From an optimization exercise on the open Yosys and OpenROAD flow, aimed at small area and a short achievable clock period; shortcuts taken in it are not production practice. At most, simulation tests tie the RTL to the original design; equivalence was not proved. The RTL of run 4 was laid out without a check of its function. In every run shown here, the design's own scripts or RTL, not TritonCTS, make the clock network. The flow treats the clock pin as an ideal source. Dropping or thinning the clock tree relies on that and would not hold on a real chip. Power is estimated from default activity; no workload was simulated.

==> flow/design.v <==
module spi_master_top (
    input                    clk_i          ,
    input                    rstn_i         ,
    input                    miso_i         ,
    output reg               sck_o          ,
    output                   mosi_o         ,
    output                   spi_oe_o       ,               
    output      [7:0]        ssn_o          ,
    input                    stb_i          ,
    input       [1:0]        addr_i         ,
    input                    we_i           ,
    input       [7:0]        data_i         ,
    output reg  [7:0]        data_o         ,
    output reg               ack_o          ,
    output reg               int_o
);
reg              rstn_sync         ;
reg              rstn_temp         ;
always @(posedge clk_i or negedge rstn_i) begin
    if (!rstn_i) begin
        rstn_sync <= 1'b0;
        rstn_temp <= 1'b0;
    end
    else begin
        rstn_temp <= 1'b1;
        rstn_sync <= rstn_temp;
    end
end
wire             srst   = ~rstn_sync ;              
wire             wb_wr      = stb_i & we_i ;
wire             wr_con     = wb_wr & (addr_i == 2'b00);
wire             wr_sta     = wb_wr & (addr_i == 2'b01);
wire             wr_ext     = wb_wr & (addr_i == 2'b11);
reg              con5_n    ;                        
wire             con5      = ~con5_n;
reg    [7:0]     con_r     ;                        
wire   [7:0]     spi_con   = {con_r[7:6], con5, con_r[4:0]};
always @(posedge clk_i or negedge rstn_sync) begin
    if (!rstn_sync)
        con5_n <= 1'b0;
    else if (wr_con)
        con5_n <= ~data_i[5];
end
always @(posedge clk_i) begin
    if (srst)
        con_r <= 8'h00;
    else if (wr_con)
        con_r <= data_i;
end
wire             spi_en     = spi_con[7];
wire             spi_int_en = spi_con[6];
wire             cpol       = spi_con[4];
wire             cpha       = spi_con[3];
wire   [2:0]     sck_sel    = spi_con[2:0];
wire             me         = spi_con[7] & con5;    
assign           spi_oe_o   = con5;
reg    [7:0]     spi_ext   ;
always @(posedge clk_i) begin
    if (srst)
        spi_ext <= 8'h08;
    else if (me && wr_ext)
        spi_ext <= data_i;
end
wire   [1:0]     intcnt_sel = spi_ext[7:6];
wire   [2:0]     sck_mode   = spi_ext[5:3];
wire   [2:0]     slave_sel  = spi_ext[2:0];
reg              wfifo_ren ;
reg              rfifo_wen ;
reg              db7       ;                        
reg    [6:0]     db_lo     ;                        
wire   [7:0]     data_buf  = {db7, db_lo};
wire             fclr       = srst | ~spi_en;
wire             wfifo_wen  = stb_i & (addr_i == 2'b10) & ack_o &  we_i;
wire             rfifo_ren  = stb_i & (addr_i == 2'b10) & ack_o & ~we_i;
reg    [7:0]     wmem [0:3];
reg    [2:0]     wwp, wrp;
always @(posedge clk_i) begin
    if (fclr) begin
        wwp <= 3'd0;
        wrp <= 3'd0;
    end
    else begin
        wwp <= wwp + {2'b00, wfifo_wen};
        wrp <= wrp + {2'b00, wfifo_ren};
    end
end
integer i;
wire   [7:0]     wdin = data_i & {8{rstn_sync}};
always @(posedge clk_i) begin
    for (i = 0; i < 4; i = i + 1)
        if (srst || (wfifo_wen && wwp[1:0] == i))
            wmem[i] <= wdin;
end
wire   [7:0]     wfifo_dout = wmem[wrp[1:0]];
wire             wfifo_emp  = (wwp == wrp);
wire             wfifo_ful  = (wwp[2] != wrp[2]) && (wwp[1:0] == wrp[1:0]);
reg    [7:0]     rmem [0:3];
reg    [2:0]     rwp, rrp;
always @(posedge clk_i) begin
    if (fclr) begin
        rwp <= 3'd0;
        rrp <= 3'd0;
    end
    else begin
        rwp <= rwp + {2'b00, rfifo_wen};
        rrp <= rrp + {2'b00, rfifo_ren};
    end
end
wire   [7:0]     rdin = data_buf & {8{rstn_sync}};
always @(posedge clk_i) begin
    for (i = 0; i < 4; i = i + 1)
        if (srst || (rfifo_wen && rwp[1:0] == i))
            rmem[i] <= rdin;
end
wire   [7:0]     rfifo_dout = rmem[rrp[1:0]];
wire             rfifo_emp  = (rwp == rrp);
wire             rfifo_ful  = (rwp[2] != rrp[2]) && (rwp[1:0] == rrp[1:0]);
reg    [1:0]     trans_cnt ;
reg              spi_int_f ;
reg              wr_col_f  ;
always @(posedge clk_i) begin
    if (srst)
        trans_cnt <= 2'd0;
    else if (me) begin
        if (wr_ext)
            trans_cnt <= intcnt_sel;
        else if (rfifo_wen)
            trans_cnt <= (|trans_cnt) ? trans_cnt - 2'd1 : intcnt_sel;
    end
end
always @(posedge clk_i) begin
    if (srst)
        spi_int_f <= 1'b0;
    else if (me)
        spi_int_f <= (wr_sta & data_i[7]) ? 1'b0 : (spi_int_f | (~|trans_cnt & rfifo_wen));
end
always @(posedge clk_i) begin
    if (srst)
        wr_col_f <= 1'b0;
    else if (me)
        wr_col_f <= (wr_sta & data_i[6]) ? 1'b0 : (wr_col_f | (wfifo_wen & wfifo_ful));
end
wire   [7:0]     spi_sta = {spi_int_f, wr_col_f, 2'b00, wfifo_ful, wfifo_emp, rfifo_ful, rfifo_emp};
always @(posedge clk_i or negedge rstn_sync) begin
    if (!rstn_sync)
        data_o <= 8'h00;
    else if (me) begin
        case (addr_i)
            2'b00 : data_o <= spi_con    ;
            2'b01 : data_o <= spi_sta    ;
            2'b10 : data_o <= rfifo_dout ;
            2'b11 : data_o <= spi_ext    ;
        endcase
    end
end
always @(posedge clk_i or negedge rstn_sync) begin
    if (!rstn_sync)
        ack_o <= 1'b0;
    else if (me)
        ack_o <= stb_i & ~ack_o;
end
always @(posedge clk_i or negedge rstn_sync) begin
    if (!rstn_sync)
        int_o <= 1'b0;
    else if (me)
        int_o <= spi_int_en & spi_int_f;
end
localparam [2:0] IDLE = 3'b000,
                 ST   = 3'b001,
                 P2   = 3'b011,
                 P1   = 3'b010,
                 CT   = 3'b110;
reg    [2:0]     state     ;
reg    [12:0]    clk_cnt   ;
reg    [12:0]    reload    ;
always @(*) begin
    case (sck_mode)
        3'b010 : case (sck_sel)
            3'd0 : reload = 13'd4;
            3'd1 : reload = 13'd9;
            3'd2 : reload = 13'd19;
            3'd3 : reload = 13'd79;
            3'd4 : reload = 13'd159;
            3'd5 : reload = 13'd319;
            3'd6 : reload = 13'd1279;
            default : reload = 13'd2559;
        endcase
        3'b100 : case (sck_sel)
            3'd0 : reload = 13'd4;
            3'd1 : reload = 13'd24;
            3'd2 : reload = 13'd49;
            3'd3 : reload = 13'd99;
            3'd4 : reload = 13'd249;
            3'd5 : reload = 13'd499;
            3'd6 : reload = 13'd2499;
            default : reload = 13'd4999;
        endcase
        default : case (sck_sel)
            3'd0 : reload = 13'h1;
            3'd1 : reload = 13'h3;
            3'd2 : reload = 13'h7;
            3'd3 : reload = 13'h1f;
            3'd4 : reload = 13'h7f;
            3'd5 : reload = 13'h1ff;
            3'd6 : reload = 13'h7ff;
            default : reload = 13'h1fff;
        endcase
    endcase
end
reg              trans_en  ;
wire             cnt_run  = !trans_en && state != IDLE;
always @(posedge clk_i) begin
    if (me) begin
        if (cnt_run) begin
            clk_cnt  <= clk_cnt - 13'd1;
            trans_en <= (clk_cnt == 13'd1);
        end
        else begin
            clk_cnt  <= reload;
            trans_en <= 1'b0;
        end
    end
end
reg    [2:0]     bit_cnt   ;
reg              ssn_n     ;                        
always @(posedge clk_i or negedge rstn_sync) begin
    if (!rstn_sync) begin
        sck_o       <= 1'b0;
        db7         <= 1'b0;
        ssn_n       <= 1'b0;
    end
    else if (me) begin
        case (state)
            IDLE: begin
                db7 <= wfifo_dout[7];
                sck_o       <= cpol;
                ssn_n       <= ~wfifo_emp;
            end
            ST: begin
                if (trans_en && cpha)
                    sck_o <= ~sck_o;
            end
            P2: begin
                if (trans_en)
                    sck_o <= ~sck_o;
            end
            P1: begin
                if (trans_en) begin
                    db7 <= db_lo[6];
                    if (bit_cnt != 3'd0)
                        sck_o <= ~sck_o;
                end
            end
            CT: begin
                if (wfifo_emp)
                    sck_o <= cpol;
                else begin
                    db7 <= wfifo_dout[7];
                    sck_o       <= ~sck_o;
                end
            end
            default: ;
        endcase
    end
end
always @(posedge clk_i) begin
    if (me) begin
        case (state)
            IDLE: begin
                bit_cnt       <= 3'd7;
                db_lo <= wfifo_dout[6:0];
            end
            P1: begin
                if (trans_en) begin
                    db_lo <= {db_lo[5:0], miso_i};
                    bit_cnt       <= bit_cnt - 3'd1;
                end
            end
            CT: begin
                if (!wfifo_emp) begin
                    bit_cnt       <= 3'd7;
                    db_lo <= wfifo_dout[6:0];
                end
            end
            default: ;
        endcase
    end
end
always @(posedge clk_i) begin
    if (srst) begin
        state     <= IDLE;
        wfifo_ren <= 1'b0;
        rfifo_wen <= 1'b0;
    end
    else if (me) begin
        wfifo_ren <= 1'b0;
        rfifo_wen <= 1'b0;
        case (state)
            IDLE: begin
                if (!wfifo_emp)
                    state <= ST;
            end
            ST: begin
                if (trans_en) begin
                    wfifo_ren <= 1'b1;
                    state     <= P2;
                end
            end
            P2: begin
                if (trans_en)
                    state <= P1;
            end
            P1: begin
                if (trans_en) begin
                    if (bit_cnt == 3'd0) begin
                        rfifo_wen <= 1'b1;
                        state     <= CT;
                    end
                    else
                        state <= P2;
                end
            end
            CT: begin
                if (wfifo_emp)
                    state <= IDLE;
                else begin
                    wfifo_ren <= 1'b1;
                    state     <= P2;
                end
            end
            default: state <= IDLE;
        endcase
    end
end
assign mosi_o = db7;
genvar g;
generate
    for (g = 0; g < 8; g = g + 1) begin : g_ssn
        assign ssn_o[g] = ~(ssn_n & (slave_sel == g));
    end
endgenerate
endmodule
==> flow/flow/run.sh <==
#!/bin/bash
# Standard layout with buf_2 port buffers and a two-level clock tree: the clock
# port drives one clkbuf_16, which drives 10 clkbuf_8, each driving one cluster of flip-flops
# (flow/cts_hook.tcl replaces TritonCTS's tree building; CTS's repair steps stay).
set -euo pipefail
bash standard.sh \
  "BUFFER_PORTS_ARGS=-buffer_cell sky130_fd_sc_hd__buf_2" \
  "PRE_CTS_TCL=$(pwd)/flow/cts_hook.tcl" \
  CTS_NLEAF=10 CTS_LEAF_BUF=sky130_fd_sc_hd__clkbuf_8 CTS_ROOT_BUF=sky130_fd_sc_hd__clkbuf_16 \
  finish > flow_standard.log 2>&1
==> flow/flow/cts_hook.tcl <==
# Replaces clock_tree_synthesis with a flat clock tree: the clock port drives
# CTS_NLEAF clock buffers, each placed at the centre of a cluster of flip-flops
# (k-means on their locations) and driving that cluster's clock pins.
proc clock_tree_synthesis { args } {
  set nleaf 4
  if { [info exists ::env(CTS_NLEAF)] } { set nleaf $::env(CTS_NLEAF) }
  set bufname sky130_fd_sc_hd__clkbuf_16
  if { [info exists ::env(CTS_LEAF_BUF)] } { set bufname $::env(CTS_LEAF_BUF) }
  set block [ord::get_db_block]
  set clk_net [$block findNet clk_i]
  set sinks {}
  set xs {}
  set ys {}
  foreach it [$clk_net getITerms] {
    set inst [$it getInst]
    set loc [$inst getLocation]
    set m [$inst getMaster]
    lappend sinks $it
    lappend xs [expr {[lindex $loc 0] + [$m getWidth] / 2.0}]
    lappend ys [expr {[lindex $loc 1] + [$m getHeight] / 2.0}]
  }
  set n [llength $sinks]
  # initial centres: sinks spread by sorted x then y
  set order [lsort -integer -indices [lmap x $xs {expr {int($x)}}]]
  set cx {}
  set cy {}
  for {set k 0} {$k < $nleaf} {incr k} {
    set i [lindex $order [expr {int(($k + 0.5) * $n / $nleaf)}]]
    lappend cx [lindex $xs $i]
    lappend cy [lindex $ys $i]
  }
  set capf 1.0
  if { [info exists ::env(CTS_CAP_FACTOR)] } { set capf $::env(CTS_CAP_FACTOR) }
  set cap [expr {int(ceil($capf * $n / $nleaf))}]
  for {set iter 0} {$iter < 30} {incr iter} {
    # balanced assignment: sinks in order of distance to nearest centre, capped cluster size
    set cnt [lrepeat $nleaf 0]
    set pairs {}
    for {set i 0} {$i < $n} {incr i} {
      for {set k 0} {$k < $nleaf} {incr k} {
        set d [expr {abs([lindex $xs $i] - [lindex $cx $k]) + abs([lindex $ys $i] - [lindex $cy $k])}]
        lappend pairs [list $d $i $k]
      }
    }
    set asg [lrepeat $n -1]
    foreach p [lsort -real -index 0 $pairs] {
      lassign $p d i k
      if {[lindex $asg $i] >= 0} continue
      if {[lindex $cnt $k] >= $cap} continue
      lset asg $i $k
      lset cnt $k [expr {[lindex $cnt $k] + 1}]
    }
    set sx [lrepeat $nleaf 0.0]
    set sy [lrepeat $nleaf 0.0]
    for {set i 0} {$i < $n} {incr i} {
      set k [lindex $asg $i]
      lset sx $k [expr {[lindex $sx $k] + [lindex $xs $i]}]
      lset sy $k [expr {[lindex $sy $k] + [lindex $ys $i]}]
    }
    for {set k 0} {$k < $nleaf} {incr k} {
      if {[lindex $cnt $k] > 0} {
        lset cx $k [expr {[lindex $sx $k] / [lindex $cnt $k]}]
        lset cy $k [expr {[lindex $sy $k] / [lindex $cnt $k]}]
      }
    }
  }
  set master [[ord::get_db] findMaster $bufname]
  set nets {}
  # optional root buffer between the clock port and the leaf buffers
  set leaf_in $clk_net
  if { [info exists ::env(CTS_ROOT_BUF)] && $::env(CTS_ROOT_BUF) ne "" } {
    set rmaster [[ord::get_db] findMaster $::env(CTS_ROOT_BUF)]
    set rinst [odb::dbInst_create $block $rmaster "clkbuf_root"]
    set leaf_in [odb::dbNet_create $block "clknet_root"]
    $leaf_in setSigType CLOCK
    [$rinst findITerm A] connect $clk_net
    [$rinst findITerm X] connect $leaf_in
    set mx 0.0
    set my 0.0
    for {set k 0} {$k < $nleaf} {incr k} {
      set mx [expr {$mx + [lindex $cx $k] / $nleaf}]
      set my [expr {$my + [lindex $cy $k] / $nleaf}]
    }
    $rinst setLocation [expr {int($mx - [$rmaster getWidth] / 2.0)}] [expr {int($my - [$rmaster getHeight] / 2.0)}]
    $rinst setPlacementStatus PLACED
  }
  for {set k 0} {$k < $nleaf} {incr k} {
    set inst [odb::dbInst_create $block $master "clkbuf_leaf_$k"]
    set net [odb::dbNet_create $block "clknet_leaf_$k"]
    $net setSigType CLOCK
    [$inst findITerm A] connect $leaf_in
    [$inst findITerm X] connect $net
    set x [expr {int([lindex $cx $k] - [$master getWidth] / 2.0)}]
    set y [expr {int([lindex $cy $k] - [$master getHeight] / 2.0)}]
    $inst setLocation $x $y
    $inst setPlacementStatus PLACED
    lappend nets $net
    puts "clock leaf $k: [lindex $cnt $k] sinks at ($x, $y)"
  }
  for {set i 0} {$i < $n} {incr i} {
    set it [lindex $sinks $i]
    $it disconnect
    $it connect [lindex $nets [lindex $asg $i]]
  }
  $clk_net setSigType CLOCK
  set_propagated_clock [all_clocks]
}
==> flow/standard.sh <==
#!/bin/bash
# synth_recipe.tcl (not shown) runs the flow's synth.tcl, then flattens the netlist and writes it again
# the make line also repeats each setting of config.mk as NAME=value (left out here)
make -C /OpenROAD-flow-scripts/flow DESIGN_CONFIG=/design/flow/config.mk WORK_HOME=/design/flow/orfs CLKGATE_MAP_FILE= SYNTH_SCRIPT=/design/flow/synth_recipe.tcl "${@:-finish}"
==> flow/config.mk <==
export PLATFORM = sky130hd
export DESIGN_NAME = spi_master_top
export DESIGN_NICKNAME = spi_master_top
export VERILOG_FILES = /design/flow/design.v
export SDC_FILE = /design/flow/constraint.sdc
export NUM_CORES = 4
export LEC_CHECK = 0
export ABC_AREA = 1
export CAP_MARGIN = 20
export CORE_MARGIN = 2
export CORE_UTILIZATION = 40
export SETUP_SLACK_MARGIN = 3.1
export SLEW_MARGIN = 20
==> flow/constraint.sdc <==
create_clock -name core_clock -period 5.0 [get_ports {clk_i}]
set_input_delay 1.0000 -clock core_clock [delete_from_list [all_inputs] [get_ports {clk_i}]]
set_output_delay 1.0000 -clock core_clock [all_outputs]
set_load 0.01 [all_outputs]
==> Implementation_results.wiki, run 1 <==
{| class="wikitable"
! Metric !! Value
|-
| Status || finished clean
|-
| Leakage power total || 3.098 nW
|-
| Via count of the first global-routing pass || 4916
|-
| Max Clk Rate || 473.5 MHz
|-
| Hold/Removal Path Class || reg2async
|-
| Overall die height || 131.6 um
|-
| Starting utilization of the core area || 41.03%
|-
| Area occupied by registers || 0.003777 mm2
|-
| Synth warnings || 3
|-
| Clock-pin slew of the registers on the worst-case setup and hold paths || 0.10 ns
|-
| Total power per unit cell area || 288.0 mW/mm2
|-
| Minimum setup slack in the final design || 2.888 ns
|-
| Total met2 wirelength after detailed routing || 7.337 mm
|-
| FF+latch count, synth || 140
|-
| Setup crit end kind || output pin
|-
| Hold Violations, Final || 0
|-
| Final estimated routing congestion in global placement || 0.8936
|-
| Count of unresolved DRC violations after routing || 0
|-
| Initial DRC count || 440
|-
| Detailed Route WL || 16.25 mm
|-
| Critical path data arrival time || 1.11 ns
|-
| Number of port buffers || 35
|-
| Actual transition at the worst max-transition pin || 0.6775 ns
|-
| Rel. slew slack || 54.67%
|-
| Number of standard cells in the layout, taps in and fillers out || 1005
|-
| DRT met1 WL || 7.692 mm
|-
| Final period util || 42.24%
|-
| Final critical-path required period || 2.112 ns
|-
| Average instance area after synthesis || 8.940 um2
|-
| Leading post-synthesis cells by cell area || sky130_fd_sc_hd__edfxtp_1, sky130_fd_sc_hd__nand2_1, sky130_fd_sc_hd__dfxtp_1
|-
| Synth area leader || sky130_fd_sc_hd__edfxtp_1
|-
| Number of detailed-route iterations in the first pass || 5
|-
| Maximum number of pins on one net before global-route repair || 37
|-
| Number of top-level pins || 36
|-
| Final nets || 818
|-
| Sequential cell area fraction in the yosys report || 57.75%
|-
| Worst Path Max Fanout || 4
|-
| EDFF count, synth || 88
|-
| Die area || 0.01733 mm2
|-
| Total global routing overflow || 0
|-
| Setup repair after global routing missed its margin || yes
|-
| Sum of met3 wire segment lengths after detailed routing || 810 um
|-
| Filler Cell Count || 1555
|-
| Critical path type || reg2out
|-
| Minimum setup slack after placement || 2.065 ns
|-
| Std-Cell Core Area || 0.01589 mm2
|-
| Total number of vias || 5128
|-
| Synthesized net count || 756
|-
| Total Routing Usage GR || 17.95%
|-
| Worst IR drop on VDD || 193.3 uV
|-
| Count of maximum capacitance violations || 0
|-
| Horizontal die dimension || 131.6 um
|-
| Number of placement rows || 46
|-
| TNS Setup || 0 ns
|-
| Number of distinct standard cells referenced by the synthesized netlist || 42
|-
| Final Setup Violations || 0
|-
| Antenna violation net count after detailed routing || 0
|-
| Clock latency on the worst-skew pair || 0.38 ns
|-
| Cell area after technology mapping || 0.006518 mm2
|-
| First-pass GRT wire length || 25.54 mm
|-
| Area taken by multi-input logic gates || 0.002467 mm2
|-
| Via density per instance || 5.102
|-
| Post-synthesis cell count || 729
|-
| Wire per inst || 16.17 um
|-
| Clk_skew || 0.03413 ns
|-
| Async set-or-reset flop fraction in the synthesized netlist || 11.43%
|-
| Layout Area Growth over Synthesis || 15.38%
|-
| Number of slew-limit violations in the final report || 0
|-
| Initial antenna violation count || 0
|-
| Share of final-layout standard cells stronger than drive strength 1 || 15.97%
|-
| DPL Wire Length || 11.62 mm
|-
| Required time of the critical path || 4.00 ns
|-
| Main flop type after synthesis || sky130_fd_sc_hd__edfxtp_1
|-
| # diodes || 0
|-
| Startpoint type of the worst setup path || flip-flop
|-
| Top sig layer || met4
|-
| Placed cell count || 970
|-
| Fraction of the core area covered by cells at the end of the flow || 47.34%
|-
| Proportion of netlist area held by the largest area contributor || 40.55%
|}
==> sequential cells by signal (all words and copies together), names as in the netlist, 2 cells and up <==
signal / flops
wrp: 3
rrp: 3
spi_ext: 8
state: 3
rmem: 32
con_r: 7
wwp: 3
wmem: 32
clk_cnt: 13
trans_cnt: 2
db_lo: 7
data_o: 8
bit_cnt: 3
rwp: 3
==> placed cells by master (no fill, tap or decap), types with 6 or more instances in the layout <==
| master | Yosys | final |
|---|---|---|
| sky130_fd_sc_hd__a21oi_1 | 41 | 41 |
| sky130_fd_sc_hd__buf_2 | 7 | 31 |
| sky130_fd_sc_hd__buf_4 | 2 | 24 |
| sky130_fd_sc_hd__buf_6 | 1 | 6 |
| sky130_fd_sc_hd__clkbuf_8 | 0 | 10 |
| sky130_fd_sc_hd__dfrtp_1 | 16 | 15 |
| sky130_fd_sc_hd__dfxtp_1 | 36 | 32 |
| sky130_fd_sc_hd__edfxtp_1 | 88 | 88 |
| sky130_fd_sc_hd__ha_1 | 12 | 10 |
| sky130_fd_sc_hd__inv_1 | 86 | 77 |
| sky130_fd_sc_hd__inv_2 | 7 | 12 |
| sky130_fd_sc_hd__nand2_1 | 195 | 193 |
| sky130_fd_sc_hd__nand3_1 | 34 | 34 |
| sky130_fd_sc_hd__nand4_1 | 13 | 13 |
| sky130_fd_sc_hd__nor2_1 | 68 | 61 |
| sky130_fd_sc_hd__nor2_2 | 3 | 6 |
| sky130_fd_sc_hd__nor2_4 | 2 | 6 |
| sky130_fd_sc_hd__o21ai_0 | 57 | 53 |
| sky130_fd_sc_hd__o21ai_1 | 4 | 8 |
==> stage by stage <==
step / power, mW / area (um2) / hold slack, ns
6_report: 2.166 / 7520 / 0.2997
5_1_grt: 2.258 / 7520 / 0.3186
4_1_cts: 2.163 / 7361 / 0.3023
3_5_place_dp: 1.571 / 7003 / 0.3396
3_3_place_gp: 1.564 / 7003 / 0.3349
2_1_floorplan: 1.474 / 6595 / 0.1814
==> synthesized netlist by cell type (all sizes together), types with 3 or more instances <==
cell      n
clkbuf    5
o211ai    3
xnor2     7
nand3    35
dfrtp    16
a21oi    41
nand4    13
ha       12
nor3      7
dfxtp    36
a221oi    4
nand2   198
a31oi     5
xor2      3
o21ai    61
buf      11
edfxtp   88
inv      93
nor2     73
o31ai     5
==> repair_timing <==
item / 4_1_cts / 5_1_grt
pin swaps: 8 / 10
buffers inserted: 13 / 10
hold buffers: 0 / 0
cloned: 0 / 1
resized for setup: 31 / 23
endpoints found under the setup margin: 114 / 70
==> worst paths after layout <==
check	depth (start not counted)	slack, ns	to	from
worst min register to register	0	0.30	sck_o$_DFFE_PN0P_	rstn_sync$_DFF_PN0_
worst min-delay path	0	0.30	sck_o$_DFFE_PN0P_	rstn_sync$_DFF_PN0_
min in group core_clock	0	0.36	rstn_sync$_DFF_PN0_	rstn_temp$_DFF_PN0_
worst max register to register	9	3.18	trans_cnt[1]$_SDFFE_PN0P_	con5_n$_DFFE_PN0P_
worst max-delay path	4	2.89	ssn_o[1]	spi_ext[0]$_SDFFE_PN0P_
max in group asynchronous	1	4.04	data_o[4]$_DFFE_PN0P_	rstn_sync$_DFF_PN0_
==> worst max-delay path, cell delays in order (launching register included) <==
cell and delay (ns):
sky130_fd_sc_hd__dfxtp_2 0.38, sky130_fd_sc_hd__inv_2 0.07, sky130_fd_sc_hd__nor2_4 0.12, sky130_fd_sc_hd__nand2_1 0.06
sky130_fd_sc_hd__buf_2 0.14
==> metal layers <==
layer / global-route usage, % / vias up
met5: 0 / -
met2: 28.97 / 148
met3: 1.813 / 31
li1: - / 2551
met4: 3.744 / 0
met1: 26.32 / 2398
==> cell type report <==
| class | count | share of cell area, % |
|---|---|---|
| plain buffers | 11 | 2.163 |
| repair inverters | 1 | 0.09983 |
| inverters | 94 | 5.008 |
| multi-input cells | 479 | 32.81 |
| repair buffers | 64 | 6.090 |
| well taps | 216 | 3.594 |
| flip-flops and latches | 140 | 50.23 |
==> cell families after synthesis <==
group           Yosys count  synth area share [%]
simple gates            330                 21.04
flops                   140                 57.75
compound gates          126                 10.69
buf+inv                 110                 6.700
fa+ha+maj                12                 2.304
xor+xnor                 10                 1.459
other cells               1               0.05754
==> power breakdown <==
group,switching (mW),internal (mW)
combinational,0.143,0.110
clock,0.347,0.218
sequential,0.0415,1.31
==> inputs of run 2 (changes only) <==
--- a/flow/config.mk
+++ b/flow/config.mk
@@ -10,4 +10,4 @@
 export CORE_MARGIN = 2
 export CORE_UTILIZATION = 40
-export SETUP_SLACK_MARGIN = 3.1
+export SETUP_SLACK_MARGIN = 2.7
 export SLEW_MARGIN = 20
==> run 2 against run 1 <==
Highest routed layer unchanged. Clock skew down 0.011 ns. Area after synthesis unchanged. Critical path depth unchanged. Still clean on timing, DRC and antenna.
==> Implementation_results.wiki, run 2 <==
{| class="wikitable"
! Metric !! Value
|-
| Total global routing overflow || 0
|-
| Worst IR drop on VDD || 203.9 uV
|-
| Status || finished clean
|-
| Leakage power total || 2.940 nW
|-
| Layout Area Growth over Synthesis || 9.868%
|-
| Average instance area after synthesis || 8.940 um2
|-
| Worst Min Path Start || rstn_temp$_DFF_PN0_
|-
| Initial DRC count || 407
|-
| Final critical-path required period || 2.186 ns
|-
| Async set-or-reset flop fraction in the synthesized netlist || 11.43%
|-
| Number of placement rows || 46
|-
| Starting utilization of the core area || 41.03%
|-
| Leading post-synthesis cells by cell area || sky130_fd_sc_hd__edfxtp_1, sky130_fd_sc_hd__nand2_1, sky130_fd_sc_hd__dfxtp_1
|-
| Maximum number of pins on one net before global-route repair || 58
|-
| Post-synthesis simple-gate area fraction || 21.04%
|-
| Most numerous cell types in the synthesized netlist || sky130_fd_sc_hd__nand2_1, sky130_fd_sc_hd__edfxtp_1, sky130_fd_sc_hd__inv_1, sky130_fd_sc_hd__nor2_1, sky130_fd_sc_hd__o21ai_0
|-
| Std-Cell Core Area || 0.01589 mm2
|-
| Adder-cell share of the synthesized area || 2.304%
|-
| Hold/Removal Path Class || reg2reg
|-
| Critical path cell sequence || inv_1 > nor2_1 > nand2_1 > buf_2
|-
| Startpoint type of the worst setup path || flip-flop
|-
| Hold Path Sink || rstn_sync$_DFF_PN0_
|-
| Share of final-layout standard cells stronger than drive strength 1 || 10.44%
|-
| Number of distinct standard cells referenced by the synthesized netlist || 42
|-
| Crit Reg-Reg Startpoint || con5_n$_DFFE_PN0P_
|-
| Power consumption || 2.097 mW
|-
| Overall die height || 131.6 um
|-
| Final period util || 43.73%
|-
| Synthesized net count || 756
|-
| Clk_skew || 0.02347 ns
|-
| Peak per-stage delay on the critical path || 0.38 ns
|-
| Clock latency on the worst-skew pair || 0.36 ns
|-
| Endpoint of the worst-slack reg-to-reg timing path || trans_cnt[1]$_SDFFE_PN0P_
|-
| Minimum setup slack after placement || 1.763 ns
|-
| Multiplexer fraction of the synthesized cell area || 0%
|-
| Final nets || 795
|-
| Cell area after technology mapping || 0.006518 mm2
|-
| First-pass GRT wire length || 24.50 mm
|-
| FF-to-FF setup slack || 2.93 ns
|-
| Via density per instance || 5.176
|-
| Clock-pin slew of the registers on the worst-case setup and hold paths || 0.11 ns
|-
| Total power per unit cell area || 292.9 mW/mm2
|-
| Setup crit end kind || output pin
|-
| Count of maximum capacitance violations || 0
|-
| Sequential cell area fraction in the yosys report || 57.75%
|-
| # diodes || 0
|-
| Number of top-level pins || 36
|-
| Combinational family with the most area after synthesis || simple AND/OR/NAND/NOR gates
|-
| Proportion of netlist area held by the largest area contributor || 40.55%
|-
| Post-synthesis cell count || 729
|-
| Detailed Route WL || 15.29 mm
|-
| Required time of the critical path || 4.00 ns
|-
| TNS Setup || 0 ns
|-
| Rel. slew slack || 53.29%
|-
| Synth area leader || sky130_fd_sc_hd__edfxtp_1
|-
| Final estimated routing congestion in global placement || 0.8740
|-
| Via count of the first global-routing pass || 4749
|-
| Count of unresolved DRC violations after routing || 0
|-
| Most used cells in the layout excluding fill and tap cells || sky130_fd_sc_hd__nand2_1, sky130_fd_sc_hd__edfxtp_1, sky130_fd_sc_hd__inv_1, sky130_fd_sc_hd__nor2_1, sky130_fd_sc_hd__o21ai_0
|-
| Max Clk Rate || 457.4 MHz
|-
| Final Setup Violations || 0
|-
| Main flop type after synthesis || sky130_fd_sc_hd__edfxtp_1
|-
| Antenna violation net count after detailed routing || 0
|-
| Worst Path Max Fanout || 4
|-
| Critical path type || reg2out
|-
| Compound-gate portion of the synthesized area || 10.69%
|-
| Post-synthesis xor/xnor area fraction || 1.459%
|-
| Total number of vias || 5083
|-
| EDFF count, synth || 88
|-
| Number of standard cells in the layout, taps in and fillers out || 982
|-
| DPL Wire Length || 11.22 mm
|-
| Number of detailed-route iterations in the first pass || 5
|-
| Number of slew-limit violations in the final report || 0
|-
| Most used standard cell by instance count after synthesis || sky130_fd_sc_hd__nand2_1
|-
| Initial antenna violation count || 0
|-
| Combined buffer and inverter count along the critical path || 2
|-
| Actual transition at the worst max-transition pin || 0.7007 ns
|-
| Most common cell after layout, fill and taps aside || sky130_fd_sc_hd__nand2_1
|-
| Number of port buffers || 35
|-
| R2R cell count || 8
|-
| Top Registers || rmem: 32 flops, wmem: 32 flops, clk_cnt: 13 flops
|-
| Family of cells with the greatest summed delay on the critical path || flip-flops
|-
| Total Routing Usage GR || 17.20%
|-
| Horizontal die dimension || 131.6 um
|-
| Minimum setup slack in the final design || 2.814 ns
|-
| FF+latch count, synth || 140
|-
| Critical path data arrival time || 1.19 ns
|-
| Cell with the biggest individual delay on the critical path || sky130_fd_sc_hd__dfxtp_1
|-
| Placed cell count || 970
|-
| Setup repair after global routing missed its margin || no
|-
| Wire per inst || 15.57 um
|-
| Hold Violations, Final || 0
|-
| Die area || 0.01733 mm2
|-
| Synth warnings || 3
|-
| Hold depth || 0
|}
-- run 2: cell counts after synthesis --
No cell type changed its count.
-- run 2: worst max-delay path by stage --
stage / start / to / slack [ns] / cells past startpoint
after global placement: addr_i[0] / wmem[1][1]$_DFFE_PP_ / 1.90 / 6
after CTS: con5_n$_DFFE_PN0P_ / trans_cnt[1]$_SDFFE_PN0P_ / 2.70 / 8
after detailed placement: addr_i[0] / wmem[3][4]$_DFFE_PP_ / 1.76 / 6
after global routing: con5_n$_DFFE_PN0P_ / trans_cnt[1]$_SDFFE_PN0P_ / 2.70 / 8
after floorplan: addr_i[0] / wmem[0][0]$_DFFE_PP_ / 2.47 / 5
final: spi_ext[1]$_SDFFE_PN0P_ / ssn_o[2] / 2.81 / 4
-- run 2: cells by family (layout without fill, tap and decap cells) --
logic type,after synthesis,after routing
buffers and inverters,110,147
DFF,140,140
and+or+nand+nor,330,330
other,1,1
adders and majority gates,12,12
xor gates and xnor gates,10,10
AOI/OAI and AO/OA,126,126
-- run 2: final cells by class --
| type | instances | area [um2] |
|---|---|---|
| well taps | 216 | 270.3 |
| plain buffers | 11 | 162.7 |
| fillers | 1534 | 8725 |
| repair buffers | 42 | 227.7 |
| flip-flops and latches | 140 | 3765 |
| multi-input cells | 479 | 2382 |
| inverters | 94 | 352.8 |
-- run 2: worst reg2reg max path, stage by stage, from the launching register on --
cell	delay, ns
sky130_fd_sc_hd__dfrtp_1	0.39
sky130_fd_sc_hd__inv_1	0.08
sky130_fd_sc_hd__nand2_2	0.25
sky130_fd_sc_hd__inv_1	0.15
sky130_fd_sc_hd__buf_4	0.36
sky130_fd_sc_hd__nand2_2	0.29
sky130_fd_sc_hd__nand2_1	0.19
sky130_fd_sc_hd__o21ai_0	0.12
sky130_fd_sc_hd__o211a_1	0.12
-- run 2: repair_timing --
action                     CTS  global route
resized for setup            9             2
setup endpoints to repair   43            32
pin swaps                    2             1
buffers inserted             1             0
hold buffers                 0             0
-- run 2: per-layer routing --
metal	wire (um)	GRT usage, %	vias up
met5	0	0	-
met4	330	3.261	0
met3	997	2.238	25
met2	6756	27.78	171
met1	7200	25.03	2392
li1	-	-	2495
-- run 2: per-stage QoR --
stage               utilization (%)  hold slack [ns]  cell area, um2
finish                        45.08           0.3612            7161
global route                  45.08           0.3724            7161
CTS                           45.03           0.3630            7153
detailed placement            43.60           0.3378            6925
global placement              43.60           0.3365            6925
floorplan                         -           0.1814            6518
-- run 2: power by group --
group | switching [mW] | total [mW] | internal, mW
combinational | 0.130 | 0.198 | 0.0674
clock | 0.340 | 0.557 | 0.217
sequential | 0.0357 | 1.34 | 1.31
==> inputs of run 3 (changes only) <==
--- a/flow/config.mk
+++ b/flow/config.mk
@@ -10,4 +10,4 @@
 export CORE_MARGIN = 2
 export CORE_UTILIZATION = 40
-export SETUP_SLACK_MARGIN = 2.7
+export SETUP_SLACK_MARGIN = 2.9
 export SLEW_MARGIN = 20
==> run 3 against run 2 <==
Critical path type unchanged. Sequential cell count is the same. Via count is essentially flat. Combinational power grew 4%. Critical path depth is the same. Clock power grew 2%. Worst hold slack lost 0.15 ns. Still clean. Global-route usage grew 0.23 points.
==> Implementation_results.wiki, run 3 <==
{| class="wikitable"
! Metric !! Value
|-
| Top Registers || rmem: 32 flops, wmem: 32 flops, clk_cnt: 13 flops
|-
| Crit Reg-Reg Startpoint || con5_n$_DFFE_PN0P_
|-
| Clk_skew || 0.03356 ns
|-
| Endpoint of the worst-slack reg-to-reg timing path || bit_cnt[2]$_SDFFCE_PN1P_
|-
| Number of standard cells in the layout, taps in and fillers out || 988
|-
| Total global routing overflow || 0
|-
| Hold Violations, Final || 0
|-
| Die area || 0.01733 mm2
|-
| Final critical-path required period || 2.095 ns
|-
| Total power per unit cell area || 289.9 mW/mm2
|-
| Wire per inst || 15.67 um
|-
| Critical path data arrival time || 1.09 ns
|-
| Post-synthesis cell count || 729
|-
| Average instance area after synthesis || 8.940 um2
|-
| Sequential cell area fraction in the yosys report || 57.75%
|-
| Top sig layer || met4
|-
| Antenna violation net count after detailed routing || 0
|-
| Cell area after technology mapping || 0.006518 mm2
|-
| Horizontal die dimension || 131.6 um
|-
| Max Clk Rate || 477.4 MHz
|-
| Via density per instance || 5.140
|-
| Detailed Route WL || 15.48 mm
|-
| Actual transition at the worst max-transition pin || 0.6898 ns
|-
| Number of top-level pins || 36
|-
| DRT met1 WL || 7.177 mm
|-
| Total number of vias || 5078
|-
| Worst Path Max Fanout || 4
|-
| Synthesized net count || 756
|-
| Startpoint type of the worst setup path || flip-flop
|-
| Fraction of the core area covered by cells at the end of the flow || 46.02%
|-
| Number of port buffers || 35
|-
| Leakage power total || 2.993 nW
|-
| Count of hold buffers inserted by post-cts repair || 0
|-
| Most numerous cell types in the synthesized netlist || sky130_fd_sc_hd__nand2_1, sky130_fd_sc_hd__edfxtp_1, sky130_fd_sc_hd__inv_1, sky130_fd_sc_hd__nor2_1, sky130_fd_sc_hd__o21ai_0
|-
| Required time of the critical path || 4.00 ns
|-
| Most used standard cell by instance count after synthesis || sky130_fd_sc_hd__nand2_1
|-
| Placed cell count || 970
|-
| Final nets || 801
|-
| Number of slew-limit violations in the final report || 0
|-
| Maximum number of pins on one net before global-route repair || 38
|-
| Final estimated routing congestion in global placement || 0.9467
|-
| Status || finished clean
|-
| R2R cell count || 9
|-
| Clock latency on the worst-skew pair || 0.38 ns
|-
| FF+latch count, synth || 140
|-
| Async set-or-reset flop fraction in the synthesized netlist || 11.43%
|-
| Power consumption || 2.120 mW
|-
| Number of distinct standard cells referenced by the synthesized netlist || 42
|-
| Clock-pin slew of the registers on the worst-case setup and hold paths || 0.12 ns
|-
| Share of final-layout standard cells stronger than drive strength 1 || 12.56%
|-
| Overall die height || 131.6 um
|-
| Synth area leader || sky130_fd_sc_hd__edfxtp_1
|-
| Number of detailed-route iterations in the first pass || 5
|-
| Critical path type || reg2out
|-
| Initial antenna violation count || 0
|-
| # diodes || 0
|-
| DPL Wire Length || 11.38 mm
|-
| FF-to-FF setup slack || 3.05 ns
|-
| TNS Setup || 0 ns
|-
| Worst IR drop on VDD || 202.6 uV
|-
| Sum of met3 wire segment lengths after detailed routing || 649 um
|-
| Final Setup Violations || 0
|-
| Layout Area Growth over Synthesis || 12.17%
|-
| Setup crit end kind || output pin
|-
| Rel. slew slack || 53.85%
|-
| Via count of the first global-routing pass || 4785
|-
| First-pass GRT wire length || 24.82 mm
|-
| EDFF count, synth || 88
|-
| Main flop type after synthesis || sky130_fd_sc_hd__edfxtp_1
|-
| Number of placement rows || 46
|-
| Proportion of netlist area held by the largest area contributor || 40.55%
|-
| Total met2 wirelength after detailed routing || 7.336 mm
|-
| Hold/Removal Path Class || reg2async
|-
| Count of maximum capacitance violations || 0
|-
| Setup repair after global routing missed its margin || yes
|-
| Leading post-synthesis cells by cell area || sky130_fd_sc_hd__edfxtp_1, sky130_fd_sc_hd__nand2_1, sky130_fd_sc_hd__dfxtp_1
|-
| Final period util || 41.90%
|-
| Std-Cell Core Area || 0.01589 mm2
|-
| Total Routing Usage GR || 17.43%
|-
| Starting utilization of the core area || 41.03%
|-
| Most used cells in the layout excluding fill and tap cells || sky130_fd_sc_hd__nand2_1, sky130_fd_sc_hd__edfxtp_1, sky130_fd_sc_hd__inv_1, sky130_fd_sc_hd__nor2_1, sky130_fd_sc_hd__o21ai_0
|-
| Filler Cell Count || 1541
|-
| Initial DRC count || 370
|-
| Count of unresolved DRC violations after routing || 0
|-
| Most common cell after layout, fill and taps aside || sky130_fd_sc_hd__nand2_1
|-
| Synth warnings || 3
|}
run 3: cell counts after synthesis:
No cell type changed its count.
run 3: what timing repair did:
item / 4_1_cts / 5_1_grt
setup endpoints to repair: 57 / 52
pin swaps: 6 / 6
gates resized for setup: 17 / 7
setup buffers: 4 / 3
run 3: worst max-delay path, cell delays in order (launching register included):
cell,delay [ns]
sky130_fd_sc_hd__dfxtp_2,0.34
sky130_fd_sc_hd__buf_4,0.13
sky130_fd_sc_hd__nor2_4,0.07
sky130_fd_sc_hd__nand2_1,0.05
sky130_fd_sc_hd__buf_2,0.14
run 3: worst max path at each step:
stage                     cells past startpoint                     from                    to
after floorplan                               5                addr_i[0]  wmem[0][0]$_DFFE_PP_
after global placement                        6                addr_i[0]  wmem[2][1]$_DFFE_PP_
after detailed placement                      6                addr_i[0]  wmem[3][3]$_DFFE_PP_
after CTS                                     4  spi_ext[0]$_SDFFE_PN0P_              ssn_o[1]
after global routing                          4        ssn_n$_DFFE_PN0P_              ssn_o[1]
final                                         4  spi_ext[1]$_SDFFE_PN0P_              ssn_o[1]
run 3: power breakdown:
group          internal [mW]  total [mW]  switching [mW]
sequential              1.31        1.35          0.0390
combinational         0.0760       0.206           0.130
clock                  0.218       0.568           0.350
total                   1.60        2.12           0.519
run 3: metal layers:
layer  vias to the layer above  GRT usage, %
li1                       2518             -
met1                      2401         24.12
met2                       136         30.28
met3                        23         1.466
met4                         0         3.140
met5                         -             0
run 3: area by class of cell:
| class | instances | area (um2) | share of cell area (%) |
|---|---|---|---|
| plain buffers | 11 | 162.7 | 2.225 |
| well taps | 216 | 270.3 | 3.697 |
| multi-input cells | 479 | 2420 | 33.10 |
| flip-flops and latches | 140 | 3771 | 51.58 |
| inverters | 94 | 370.4 | 5.066 |
| repair buffers | 48 | 316.6 | 4.330 |
run 3: logic make-up (layout without fill, tap and decap cells):
kind of cell,Yosys count,count (layout),share of synthesized area [%]
simple gates,330,330,21.04
flops,140,140,57.75
compound gates,126,126,10.69
buf+inv,110,153,6.700
fa+ha+maj,12,12,2.304
xor+xnor,10,10,1.459
other cells,1,1,0.05754
run 3: metrics by stage:
stage	hold slack, ns	setup WS [ns]	area (um2)
detailed placement	0.1693	2.024	7003
global route	0.2487	2.831	7311
floorplan	0.1814	2.650	6595
finish	0.2076	2.905	7311
global placement	0.1606	2.095	7003
CTS	0.2158	2.883	7247
==> inputs of run 4 (changes only) <==
--- a/flow/design.v
+++ b/flow/design.v
@@ -70,5 +70,5 @@
 reg    [6:0]     db_lo     ;                        
 wire   [7:0]     data_buf  = {db7, db_lo};
-wire             fclr       = srst | ~spi_en;
+wire             fclr       = ~spi_en;           
 wire             wfifo_wen  = stb_i & (addr_i == 2'b10) & ack_o &  we_i;
 wire             rfifo_ren  = stb_i & (addr_i == 2'b10) & ack_o & ~we_i;
@@ -87,7 +87,9 @@
 integer i;
 wire   [7:0]     wdin = data_i & {8{rstn_sync}};
+wire             wr_data    = stb_i & we_i & addr_i[1] & ~addr_i[0];
+wire   [3:0]     wrow_rdy   = {4{ack_o}} & (4'b0001 << wwp[1:0]);
 always @(posedge clk_i) begin
     for (i = 0; i < 4; i = i + 1)
-        if (srst || (wfifo_wen && wwp[1:0] == i))
+        if (srst | (wr_data & wrow_rdy[i]))
             wmem[i] <= wdin;
 end
--- a/flow/flow/cts_hook.tcl
+++ b/flow/flow/cts_hook.tcl
@@ -30,5 +30,5 @@
     lappend cy [lindex $ys $i]
   }
-  set capf 1.0
+  set capf 1.2
   if { [info exists ::env(CTS_CAP_FACTOR)] } { set capf $::env(CTS_CAP_FACTOR) }
   set cap [expr {int(ceil($capf * $n / $nleaf))}]
@@ -98,4 +98,11 @@
     puts "clock leaf $k: [lindex $cnt $k] sinks at ($x, $y)"
   }
+  set dmax [lrepeat $nleaf 0]
+  for {set i 0} {$i < $n} {incr i} {
+    set k [lindex $asg $i]
+    set d [expr {int(abs([lindex $xs $i] - [lindex $cx $k]) + abs([lindex $ys $i] - [lindex $cy $k]))}]
+    if {$d > [lindex $dmax $k]} { lset dmax $k $d }
+  }
+  puts "clock leaf max sink distances (dbu): $dmax"
   for {set i 0} {$i < $n} {incr i} {
     set it [lindex $sinks $i]
==> run 4 against run 3 <==
Area after synthesis grew 0.67%. Sequential power is essentially flat. Worst setup slack lost 0.020 ns. Largest cell class unchanged.
==> Implementation_results.wiki, run 4 <==
{| class="wikitable"
! Metric !! Value
|-
| Max Clk Rate || 472.8 MHz
|-
| Actual transition at the worst max-transition pin || 0.6890 ns
|-
| Leading post-synthesis cells by cell area || sky130_fd_sc_hd__edfxtp_1, sky130_fd_sc_hd__nand2_1, sky130_fd_sc_hd__dfxtp_1
|-
| Antenna violation net count after detailed routing || 0
|-
| Number of port buffers || 35
|-
| Top Registers || rmem: 32 flops, wmem: 32 flops, clk_cnt: 13 flops
|-
| Layout Area Growth over Synthesis || 10.85%
|-
| Wire per inst || 15.80 um
|-
| Share of final-layout standard cells stronger than drive strength 1 || 13.42%
|-
| Synthesized net count || 762
|-
| Sequential cell area fraction in the yosys report || 57.36%
|-
| Most common cell after layout, fill and taps aside || sky130_fd_sc_hd__nand2_1
|-
| Clock-pin slew of the registers on the worst-case setup and hold paths || 0.10 ns
|-
| Worst Min Path Start || rstn_temp$_DFF_PN0_
|-
| Overall die height || 132.1 um
|-
| Most used cells in the layout excluding fill and tap cells || sky130_fd_sc_hd__nand2_1, sky130_fd_sc_hd__edfxtp_1, sky130_fd_sc_hd__inv_1, sky130_fd_sc_hd__nor2_1, sky130_fd_sc_hd__o21ai_0
|-
| Starting utilization of the core area || 41.16%
|-
| Final critical-path required period || 2.115 ns
|-
| Area taken by multi-input logic gates || 0.002449 mm2
|-
| Hold depth || 0
|-
| Hold Violations, Final || 0
|-
| Crit Reg-Reg Startpoint || con5_n$_DFFE_PN0P_
|-
| Setup repair after global routing missed its margin || yes
|-
| Total Routing Usage GR || 17.57%
|-
| Worst Path Max Fanout || 5
|-
| Fraction of power consumed by sequential logic || 64.0%
|-
| Number of standard cells in the layout, taps in and fillers out || 992
|-
| Fraction of the core area covered by cells at the end of the flow || 45.62%
|-
| Status || finished clean
|-
| Final estimated routing congestion in global placement || 0.8881
|-
| R2R cell count || 7
|-
| DPL Wire Length || 11.71 mm
|-
| Most used standard cell by instance count after synthesis || sky130_fd_sc_hd__nand2_1
|-
| Synth area leader || sky130_fd_sc_hd__edfxtp_1
|-
| Worst IR drop on VDD || 189.9 uV
|-
| Top sig layer || met4
|-
| Number of slew-limit violations in the final report || 0
|-
| Proportion of netlist area held by the largest area contributor || 40.27%
|-
| Relative contribution of the clock network to total power || 26.2%
|-
| Number of distinct standard cells referenced by the synthesized netlist || 44
|-
| Required time of the critical path || 4.00 ns
|-
| Total number of vias || 5123
|-
| Final nets || 804
|-
| Switching Share || 24.13%
|-
| Average instance area after synthesis || 8.927 um2
|-
| Sum of met3 wire segment lengths after detailed routing || 661 um
|-
| Horizontal die dimension || 132.1 um
|-
| Std-Cell Core Area || 0.01594 mm2
|-
| FF+latch count, synth || 140
|-
| Maximum number of pins on one net before global-route repair || 58
|-
| Placed cell count || 976
|-
| Post-synthesis cell count || 735
|-
| Detailed Route WL || 15.67 mm
|-
| Cell area after technology mapping || 0.006561 mm2
|-
| Async set-or-reset flop fraction in the synthesized netlist || 11.43%
|-
| Most numerous cell types in the synthesized netlist || sky130_fd_sc_hd__nand2_1, sky130_fd_sc_hd__edfxtp_1, sky130_fd_sc_hd__inv_1, sky130_fd_sc_hd__nor2_1, sky130_fd_sc_hd__o21ai_0
|-
| First-pass GRT wire length || 25.16 mm
|-
| Synth warnings || 3
|-
| Leakage power total || 3.073 nW
|-
| EDFF count, synth || 88
|-
| Total met2 wirelength after detailed routing || 7.570 mm
|-
| Number of top-level pins || 36
|-
| FF-to-FF setup slack || 3.05 ns
|-
| Final period util || 42.30%
|-
| Initial DRC count || 493
|-
| Rel. slew slack || 54.07%
|-
| Hold/Removal Path Class || reg2reg
|-
| Die area || 0.01744 mm2
|-
| Proportion of power drawn by combinational gates || 9.9%
|-
| Total global routing overflow || 0
|-
| Via count of the first global-routing pass || 4944
|-
| Clk_skew || 0.03120 ns
|-
| Startpoint type of the worst setup path || flip-flop
|-
| Internal power || 1.597 mW
|-
| Power consumption || 2.105 mW
|-
| Net switching power || 0.5081 mW
|-
| Count of maximum capacitance violations || 0
|-
| Via density per instance || 5.164
|-
| Number of placement rows || 46
|-
| Number of detailed-route iterations in the first pass || 5
|-
| Total power per unit cell area || 289.5 mW/mm2
|-
| Count of hold buffers inserted by post-cts repair || 0
|-
| Area occupied by registers || 0.003777 mm2
|-
| Hold Path Sink || rstn_sync$_DFF_PN0_
|-
| Final Setup Violations || 0
|-
| Critical path data arrival time || 1.12 ns
|-
| Setup crit end kind || output pin
|-
| Count of unresolved DRC violations after routing || 0
|-
| Filler Cell Count || 1560
|-
| Initial antenna violation count || 1
|-
| Critical path type || reg2out
|-
| Clock latency on the worst-skew pair || 0.37 ns
|-
| Endpoint of the worst-slack reg-to-reg timing path || db_lo[6]$_DFFE_PP_
|-
| DRT met1 WL || 6.951 mm
|-
| TNS Setup || 0 ns
|-
| Main flop type after synthesis || sky130_fd_sc_hd__edfxtp_1
|}
## run 4: cell families (layout without fill, tap and decap cells)
kind of cell             after synthesis  after routing  synth area share [%]
AND/OR/NAND/NOR                      338            338                 21.64
flip-flops                           140            140                 57.36
AO/OA/AOI/OAI                        126            126                 10.72
buffers and inverters                109            149                 6.731
adder cells (fa/ha/maj)               12             12                 2.288
XOR/XNOR                               9              9                 1.201
other                                  1              2               0.05715
## run 4: metrics by stage
step	area [um2]	setup WS [ns]	hold WS [ns]
floorplan	6561	2.752	0.1814
global placement	6957	2.046	0.3377
detailed placement	6957	1.919	0.3357
CTS	7221	2.858	0.3599
global route	7273	2.804	0.3755
finish	7273	2.885	0.3561
## run 4: metal layers
metal | track usage [%] | up-vias
li1 | - | 2521
met1 | 23.36 | 2424
met2 | 30.99 | 146
met3 | 1.384 | 32
met4 | 4.710 | 0
met5 | 0 | -
## run 4: area by class of cell
cell class,count,share of cell area (%)
plain buffers,11,2.236
multi-input cells,486,33.67
well taps,216,3.716
repair buffers,44,3.458
diodes,1,0.03441
inverters,94,4.954
flip-flops and latches,140,51.94
## run 4: power by group through the flow
stage               combinational, mW  sequential (mW)  clock [mW]
finish                          0.208             1.35       0.551
global route                    0.232             1.36       0.609
CTS                             0.207             1.35       0.569
detailed placement              0.198             1.38           0
global placement                0.195             1.37           0
floorplan                       0.100             1.38           0
## run 4: repair_timing
item                                    CTS  global route
setup buffers                             2             2
endpoints found under the setup margin   63            52
resized for setup                        26            14
pin swaps                                 2             9
## run 4: worst max-delay path by stage
| stage | from | end | slack [ns] | depth (start not counted) |
|---|---|---|---|---|
| after CTS | spi_ext[1]$_SDFFE_PN0P_ | ssn_o[2] | 2.86 | 4 |
| after detailed placement | con_r[7]$_SDFFE_PN0P_ | db_lo[1]$_DFFE_PP_ | 1.92 | 6 |
| final | spi_ext[1]$_SDFFE_PN0P_ | ssn_o[2] | 2.88 | 4 |
| after global placement | con_r[7]$_SDFFE_PN0P_ | db_lo[0]$_DFFE_PP_ | 2.05 | 6 |
| after global routing | spi_ext[1]$_SDFFE_PN0P_ | ssn_o[6] | 2.80 | 4 |
| after floorplan | addr_i[1] | wmem[0][0]$_DFFE_PP_ | 2.75 | 6 |
## run 4: critical path, stage by stage, from the launching register on
cell and delay [ns]:
sky130_fd_sc_hd__dfxtp_4 0.40, sky130_fd_sc_hd__inv_2 0.05, sky130_fd_sc_hd__nor2_2 0.11, sky130_fd_sc_hd__nand2_1 0.06
sky130_fd_sc_hd__buf_2 0.13
==> inputs of run 5 (changes only) <==
--- a/flow/design.v
+++ b/flow/design.v
@@ -70,5 +70,5 @@
 reg    [6:0]     db_lo     ;                        
 wire   [7:0]     data_buf  = {db7, db_lo};
-wire             fclr       = ~spi_en;           
+wire             fclr       = srst | ~spi_en;
 wire             wfifo_wen  = stb_i & (addr_i == 2'b10) & ack_o &  we_i;
 wire             rfifo_ren  = stb_i & (addr_i == 2'b10) & ack_o & ~we_i;
@@ -87,9 +87,7 @@
 integer i;
 wire   [7:0]     wdin = data_i & {8{rstn_sync}};
-wire             wr_data    = stb_i & we_i & addr_i[1] & ~addr_i[0];
-wire   [3:0]     wrow_rdy   = {4{ack_o}} & (4'b0001 << wwp[1:0]);
 always @(posedge clk_i) begin
     for (i = 0; i < 4; i = i + 1)
-        if (srst | (wr_data & wrow_rdy[i]))
+        if (srst || (wfifo_wen && wwp[1:0] == i))
             wmem[i] <= wdin;
 end
==> flow/flow/run.sh (replaced) <==
#!/bin/bash
# Standard layout with buf_2 port buffers and a two-level clock tree: the clock
# port drives one clkbuf_16, which drives 8 clkbuf_8, each driving one cluster of flip-flops
# (flow/cts_hook.tcl replaces TritonCTS's tree building; CTS's repair steps stay).
set -euo pipefail
bash standard.sh \
  "BUFFER_PORTS_ARGS=-buffer_cell sky130_fd_sc_hd__buf_2" \
  "PRE_CTS_TCL=$(pwd)/flow/cts_hook.tcl" \
  CTS_NLEAF=8 CTS_LEAF_BUF=sky130_fd_sc_hd__clkbuf_8 CTS_ROOT_BUF=sky130_fd_sc_hd__clkbuf_16 \
  finish > flow_standard.log 2>&1
--- a/flow/config.mk
+++ b/flow/config.mk
@@ -9,5 +9,5 @@
 export CAP_MARGIN = 20
 export CORE_MARGIN = 2
-export CORE_UTILIZATION = 40
+export CORE_UTILIZATION = 50
 export SETUP_SLACK_MARGIN = 2.9
 export SLEW_MARGIN = 20
==> run 5 against run 4 <==
Via count is 2.3% lower. Sequential cell count stayed put. Cell count is 5.2% lower. Clock power is 6.9% lower. Clock skew is 0.00075 ns lower. Global-route usage is 3.7 points higher. Largest cell class unchanged. Core utilization is 11 points higher. Critical path depth stayed put. Critical path type unchanged. Highest routed layer unchanged. Total power is 2.6% lower.
==> Implementation_results.wiki, run 5 <==
{| class="wikitable"
! Metric !! Value
|-
| Number of placement rows || 41
|-
| Most common cell after layout, fill and taps aside || sky130_fd_sc_hd__nand2_1
|-
| Initial antenna violation count || 0
|-
| Number of slew-limit violations in the final report || 0
|-
| Setup repair after global routing missed its margin || yes
|-
| Count of hold buffers inserted by post-cts repair || 0
|-
| Final Setup Violations || 0
|-
| R2R cell count || 9
|-
| Number of port buffers || 35
|-
| Synth area leader || sky130_fd_sc_hd__edfxtp_1
|-
| Maximum number of pins on one net before global-route repair || 44
|-
| Total Routing Usage GR || 21.27%
|-
| Actual transition at the worst max-transition pin || 0.6103 ns
|-
| Proportion of netlist area held by the largest area contributor || 40.55%
|-
| Detailed Route WL || 15.21 mm
|-
| Layout Area Growth over Synthesis || 10.10%
|-
| Synth warnings || 3
|-
| Critical path type || reg2out
|-
| Top Registers || rmem: 32 flops, wmem: 32 flops, clk_cnt: 13 flops
|-
| Critical path data arrival time || 1.10 ns
|-
| Die area || 0.01396 mm2
|-
| Cell area after technology mapping || 0.006518 mm2
|-
| Starting utilization of the core area || 51.44%
|-
| Rel. slew slack || 59.17%
|-
| Via count of the first global-routing pass || 4573
|-
| TNS Setup || 0 ns
|-
| Required time of the critical path || 4.00 ns
|-
| Endpoint of the worst-slack reg-to-reg timing path || trans_cnt[1]$_SDFFE_PN0P_
|-
| Worst Path Max Fanout || 4
|-
| Final nets || 797
|-
| Wire per inst || 16.19 um
|-
| Clock-pin slew of the registers on the worst-case setup and hold paths || 0.11 ns
|-
| Cell area after layout || 0.007176 mm2
|-
| Placed cell count || 928
|-
| Clk_skew || 0.03045 ns
|-
| # diodes || 0
|-
| Setup crit end kind || output pin
|-
| Power consumption || 2.051 mW
|-
| Fraction of the core area covered by cells at the end of the flow || 56.63%
|-
| Startpoint type of the worst setup path || flip-flop
|-
| Number of top-level pins || 36
|-
| Leakage power total || 2.955 nW
|-
| Average instance area after synthesis || 8.940 um2
|-
| Initial DRC count || 487
|-
| Final estimated routing congestion in global placement || 0.8581
|-
| Area occupied by registers || 0.003774 mm2
|-
| Std-Cell Core Area || 0.01267 mm2
|-
| Count of maximum capacitance violations || 0
|-
| Main flop type after synthesis || sky130_fd_sc_hd__edfxtp_1
|-
| Status || finished clean
|-
| Filler Cell Count || 1198
|-
| Total global routing overflow || 0
|-
| Number of detailed-route iterations in the first pass || 5
|-
| Max Clk Rate || 476.8 MHz
|-
| Most used cells in the layout excluding fill and tap cells || sky130_fd_sc_hd__nand2_1, sky130_fd_sc_hd__edfxtp_1, sky130_fd_sc_hd__inv_1, sky130_fd_sc_hd__nor2_1, sky130_fd_sc_hd__o21ai_0
|-
| Hold/Removal Path Class || reg2async
|-
| Most numerous cell types in the synthesized netlist || sky130_fd_sc_hd__nand2_1, sky130_fd_sc_hd__edfxtp_1, sky130_fd_sc_hd__inv_1, sky130_fd_sc_hd__nor2_1, sky130_fd_sc_hd__o21ai_0
|-
| Overall die height || 118.2 um
|-
| Final critical-path required period || 2.097 ns
|-
| FF-to-FF setup slack || 3.08 ns
|-
| Capturing element of the worst setup path || ssn_o[2]
|-
| Placed inst area || 0.006963 mm2
|-
| First-pass GRT wire length || 24.10 mm
|-
| Via density per instance || 5.327
|-
| Count of unresolved DRC violations after routing || 0
|-
| Antenna violation net count after detailed routing || 0
|-
| DPL Wire Length || 11.38 mm
|-
| Horizontal die dimension || 118.2 um
|-
| Worst IR drop on VDD || 208.9 uV
|-
| Post-synthesis cell count || 729
|-
| Crit Reg-Reg Startpoint || con5_n$_DFFE_PN0P_
|-
| Sequential cell area fraction in the yosys report || 57.75%
|-
| Total power per unit cell area || 285.9 mW/mm2
|-
| Number of standard cells in the layout, taps in and fillers out || 940
|-
| FF+latch count, synth || 140
|-
| Synthesized net count || 756
|-
| Total number of vias || 5007
|-
| Leading post-synthesis cells by cell area || sky130_fd_sc_hd__edfxtp_1, sky130_fd_sc_hd__nand2_1, sky130_fd_sc_hd__dfxtp_1
|-
| Hold Violations, Final || 0
|-
| Most used standard cell by instance count after synthesis || sky130_fd_sc_hd__nand2_1
|-
| EDFF count, synth || 88
|-
| Final period util || 41.95%
|-
| Async set-or-reset flop fraction in the synthesized netlist || 11.43%
|-
| Origin of the worst setup path || spi_ext[1]$_SDFFE_PN0P_
|-
| Area taken by multi-input logic gates || 0.002417 mm2
|-
| Clock latency on the worst-skew pair || 0.37 ns
|-
| Share of final-layout standard cells stronger than drive strength 1 || 12.24%
|-
| Number of distinct standard cells referenced by the synthesized netlist || 42
|}
## run 5: worst min path at each step
stage,from,endpoint,slack (ns),depth (start not counted)
finish,rstn_sync$_DFF_PN0_,sck_o$_DFFE_PN0P_,0.17,0
global route,rstn_sync$_DFF_PN0_,sck_o$_DFFE_PN0P_,0.21,0
CTS,rstn_sync$_DFF_PN0_,sck_o$_DFFE_PN0P_,0.18,0
detailed placement,rstn_sync$_DFF_PN0_,sck_o$_DFFE_PN0P_,0.16,0
global placement,rstn_sync$_DFF_PN0_,sck_o$_DFFE_PN0P_,0.15,0
floorplan,rstn_sync$_DFF_PN0_,ack_o$_DFFE_PN0P_,0.18,0
## run 5: report_power, final
part           total, mW  internal, mW  leakage, nW  switching, mW
clock              0.513         0.183       0.0698          0.330
combinational      0.196        0.0706         1.55          0.125
sequential          1.34          1.31         1.33         0.0370
total               2.05          1.56         2.95          0.492
## run 5: repair_timing
item                                   4_1_cts  5_1_grt
setup endpoints to repair                   52       53
cloned                                       0        0
setup buffers                                1        2
pin swaps                                    2        7
resized for setup                            7       17
endpoints found under the hold margin        0        0
## run 5: final cells by class
class	instances	share of cell area [%]
buffer	9	1.883
inverter	94	5.161
multi-input combinational	479	33.69
sequential	140	52.59
timing repair buffer	46	3.679
tap	172	2.999
## run 5: logic make-up (layout without fill, tap and decap cells)
| family | Yosys count | in the layout | share of synthesized area (%) |
|---|---|---|---|
| compound gates | 126 | 126 | 10.69 |
| xor+xnor | 10 | 10 | 1.459 |
| fa+ha+maj | 12 | 12 | 2.304 |
| buf+inv | 110 | 149 | 6.700 |
| flops | 140 | 140 | 57.75 |
| other cells | 1 | 1 | 0.05754 |
| simple gates | 330 | 330 | 21.04 |
## run 5: through the flow
stage | hold WS, ns | setup WS [ns]
after floorplan | 0.1814 | 2.650
after global placement | 0.1508 | 2.060
after detailed placement | 0.1558 | 2.018
after CTS | 0.1836 | 2.826
after global routing | 0.2091 | 2.832
final | 0.1722 | 2.903
## run 5: critical path, stage by stage, from the launching register on
cell and delay [ns]:
sky130_fd_sc_hd__dfxtp_4 0.39, sky130_fd_sc_hd__inv_2 0.07, sky130_fd_sc_hd__nor2_4 0.08, sky130_fd_sc_hd__nand2_1 0.06
sky130_fd_sc_hd__buf_2 0.14
## run 5: layer usage
metal	track usage, %	routed length [um]	vias to the layer above	share of wire (%)
met1	30.61	7019	2386	46
met5	0	0	-	0
met4	1.958	174	0	1.1
met2	36.45	7322	107	48
li1	-	-	2503	-
met3	1.979	698	11	4.6
==> inputs of run 6 (changes only) <==
--- a/flow/config.mk
+++ b/flow/config.mk
@@ -9,5 +9,6 @@
 export CAP_MARGIN = 20
 export CORE_MARGIN = 2
-export CORE_UTILIZATION = 50
+export CORE_UTILIZATION = 40
 export SETUP_SLACK_MARGIN = 2.9
 export SLEW_MARGIN = 20
+export TNS_END_PERCENT = 0
==> run 6 against run 5 <==
Fmax decreased by 1.4%. Still clean. Register-to-register slack lost 0.07 ns. Combinational power hardly changed. Critical endpoint unchanged.
==> Implementation_results.wiki, run 6 <==
{| class="wikitable"
! Metric !! Value
|-
| Status || finished clean
|-
| Filler Cell Count || 1538
|-
| Final Setup Violations || 0
|-
| Starting utilization of the core area || 41.03%
|-
| Sequential cell area fraction in the yosys report || 57.75%
|-
| Die area || 0.01733 mm2
|-
| Via count of the first global-routing pass || 4618
|-
| Most used cells in the layout excluding fill and tap cells || sky130_fd_sc_hd__nand2_1, sky130_fd_sc_hd__edfxtp_1, sky130_fd_sc_hd__inv_1, sky130_fd_sc_hd__nor2_1, sky130_fd_sc_hd__o21ai_0
|-
| Cell area after layout || 0.007174 mm2
|-
| Switching Share || 24.11%
|-
| Antenna violation net count after detailed routing || 0
|-
| Detailed Route WL || 15.10 mm
|-
| Setup repair after global routing missed its margin || yes
|-
| Most used standard cell by instance count after synthesis || sky130_fd_sc_hd__nand2_1
|-
| Number of port buffers || 35
|-
| Multiplexer fraction of the synthesized cell area || 0%
|-
| Post-synthesis simple-gate area fraction || 21.04%
|-
| Async set-or-reset flop fraction in the synthesized netlist || 11.43%
|-
| Overall die height || 131.6 um
|-
| TNS Setup || 0 ns
|-
| Share of final-layout standard cells stronger than drive strength 1 || 11.13%
|-
| Clk_skew || 0.03971 ns
|-
| Synthesized net count || 756
|-
| Post-synthesis xor/xnor area fraction || 1.459%
|-
| Internal power || 1.559 mW
|-
| Proportion of power drawn by combinational gates || 9.4%
|-
| Adder-cell share of the synthesized area || 2.304%
|-
| Net switching power || 0.4951 mW
|-
| Placed inst area || 0.007003 mm2
|-
| EDFF count, synth || 88
|-
| Initial antenna violation count || 0
|-
| Total Routing Usage GR || 17.10%
|-
| Number of slew-limit violations in the final report || 0
|-
| Clock-pin slew of the registers on the worst-case setup and hold paths || 0.11 ns
|-
| Final nets || 793
|-
| Critical path data arrival time || 1.13 ns
|-
| Final critical-path required period || 2.128 ns
|-
| Count of unresolved DRC violations after routing || 0
|-
| Synth warnings || 3
|-
| Wire per inst || 15.41 um
|-
| Cell with the biggest individual delay on the critical path || sky130_fd_sc_hd__dfxtp_2
|-
| Worst IR drop on VDD || 193.4 uV
|-
| Number of standard cells in the layout, taps in and fillers out || 980
|-
| Clock latency on the worst-skew pair || 0.37 ns
|-
| Max Clk Rate || 470.0 MHz
|-
| Average instance area after synthesis || 8.940 um2
|-
| Required time of the critical path || 4.00 ns
|-
| Initial DRC count || 434
|-
| Area occupied by registers || 0.003769 mm2
|}
run 6: kinds of logic after synthesis:
family / after synthesis
simple gates: 330
fa+ha+maj: 12
xor+xnor: 10
buf+inv: 110
flops: 140
compound gates: 126
other cells: 1
run 6: power by group through the flow:
| stage | combinational [mW] | clock (mW) | sequential [mW] |
|---|---|---|---|
| global route | 0.216 | 0.578 | 1.36 |
| global placement | 0.190 | 0 | 1.37 |
| finish | 0.193 | 0.513 | 1.35 |
| detailed placement | 0.192 | 0 | 1.38 |
| CTS | 0.193 | 0.531 | 1.35 |
| floorplan | 0.0978 | 0 | 1.38 |
run 6: per-stage QoR:
step                total power [mW]  hold slack [ns]  utilization, %  setup WS [ns]
finish                         2.054           0.2773           45.16          2.872
floorplan                      1.474           0.1814               -          2.648
global placement               1.561           0.2711           44.08          2.119
CTS                            2.073           0.2834           44.98          2.523
global route                   2.151           0.3072           45.16          2.777
detailed placement             1.567           0.2735           44.08          2.078
run 6: cell type report:
cell class                      instances  area share (%)
Sequential cell                       140           52.53
Tap cell                              216           3.767
Inverter                               94           5.127
Timing Repair Buffer                   42           3.174
Multi-Input combinational cell        479           33.52
Buffer                                  9           1.884
run 6: repair_timing:
action                     in CTS  in global routing
setup endpoints to repair      59                 55
buffers inserted                1                  0
hold buffers                    0                  0
pin swaps                       1                  0
cloned                          0                  0
gates resized for setup         0                 10
run 6: critical path: cells and delay by family (launching register included):
family	cells	cell delay (ns)
buf+inv	2	0.23
flops	1	0.37
simple gates	2	0.17
run 6: path summary, 6_finish.rpt:
check	from	end	slack [ns]	cells after the start
setup / recovery	spi_ext[1]$_SDFFE_PN0P_	ssn_o[2]	2.87	4
hold / removal	rstn_sync$_DFF_PN0_	sck_o$_DFFE_PN0P_	0.28	0
setup reg to reg	con5_n$_DFFE_PN0P_	trans_cnt[1]$_SDFFE_PN0P_	3.01	8
hold reg to reg	rstn_sync$_DFF_PN0_	sck_o$_DFFE_PN0P_	0.28	0
max in group asynchronous	rstn_sync$_DFF_PN0_	db7$_DFFE_PN0P_	3.96	1
min in group core_clock	rstn_temp$_DFF_PN0_	rstn_sync$_DFF_PN0_	0.36	0
run 6: layer usage:
metal	part of all wire [%]	GRT usage (%)
met1	47	24.52
met2	47	28.82
met3	4.8	1.505
met4	1.7	2.657
met5	0	0

[static timing again, ports no longer ideal]
The flow's constraints put no driver on any port. The routed layouts listed below were extracted and timed again, unchanged, in two steps.
Step 1: set_driving_cell puts a clkbuf_16 on clk_i and a buf_2 on each other input, an assumption about the parent block.
Step 2, shift: input delay + t, output delay - t, t = (earliest + latest rising clock arrival at the registers) / 2. This alone moves slack from input paths to output paths.
Three values: ideal ports, drivers, drivers and shift; two values: the first two.
run | t, ns | setup slack, ns
run 1 | 0.401 | 2.888 / 2.848 / 2.727
run 2 | 0.395 | 2.814 / 2.771 / 2.465
run 3 | 0.399 | 2.905 / 2.865 / 2.553
run 4 | 0.391 | 2.885 / 2.845 / 2.572
run 5 | 0.392 | 2.903 / 2.863 / 2.583
run 6 | 0.387 | 2.872 / 2.833 / 2.537
After both steps every run listed still meets setup and hold.
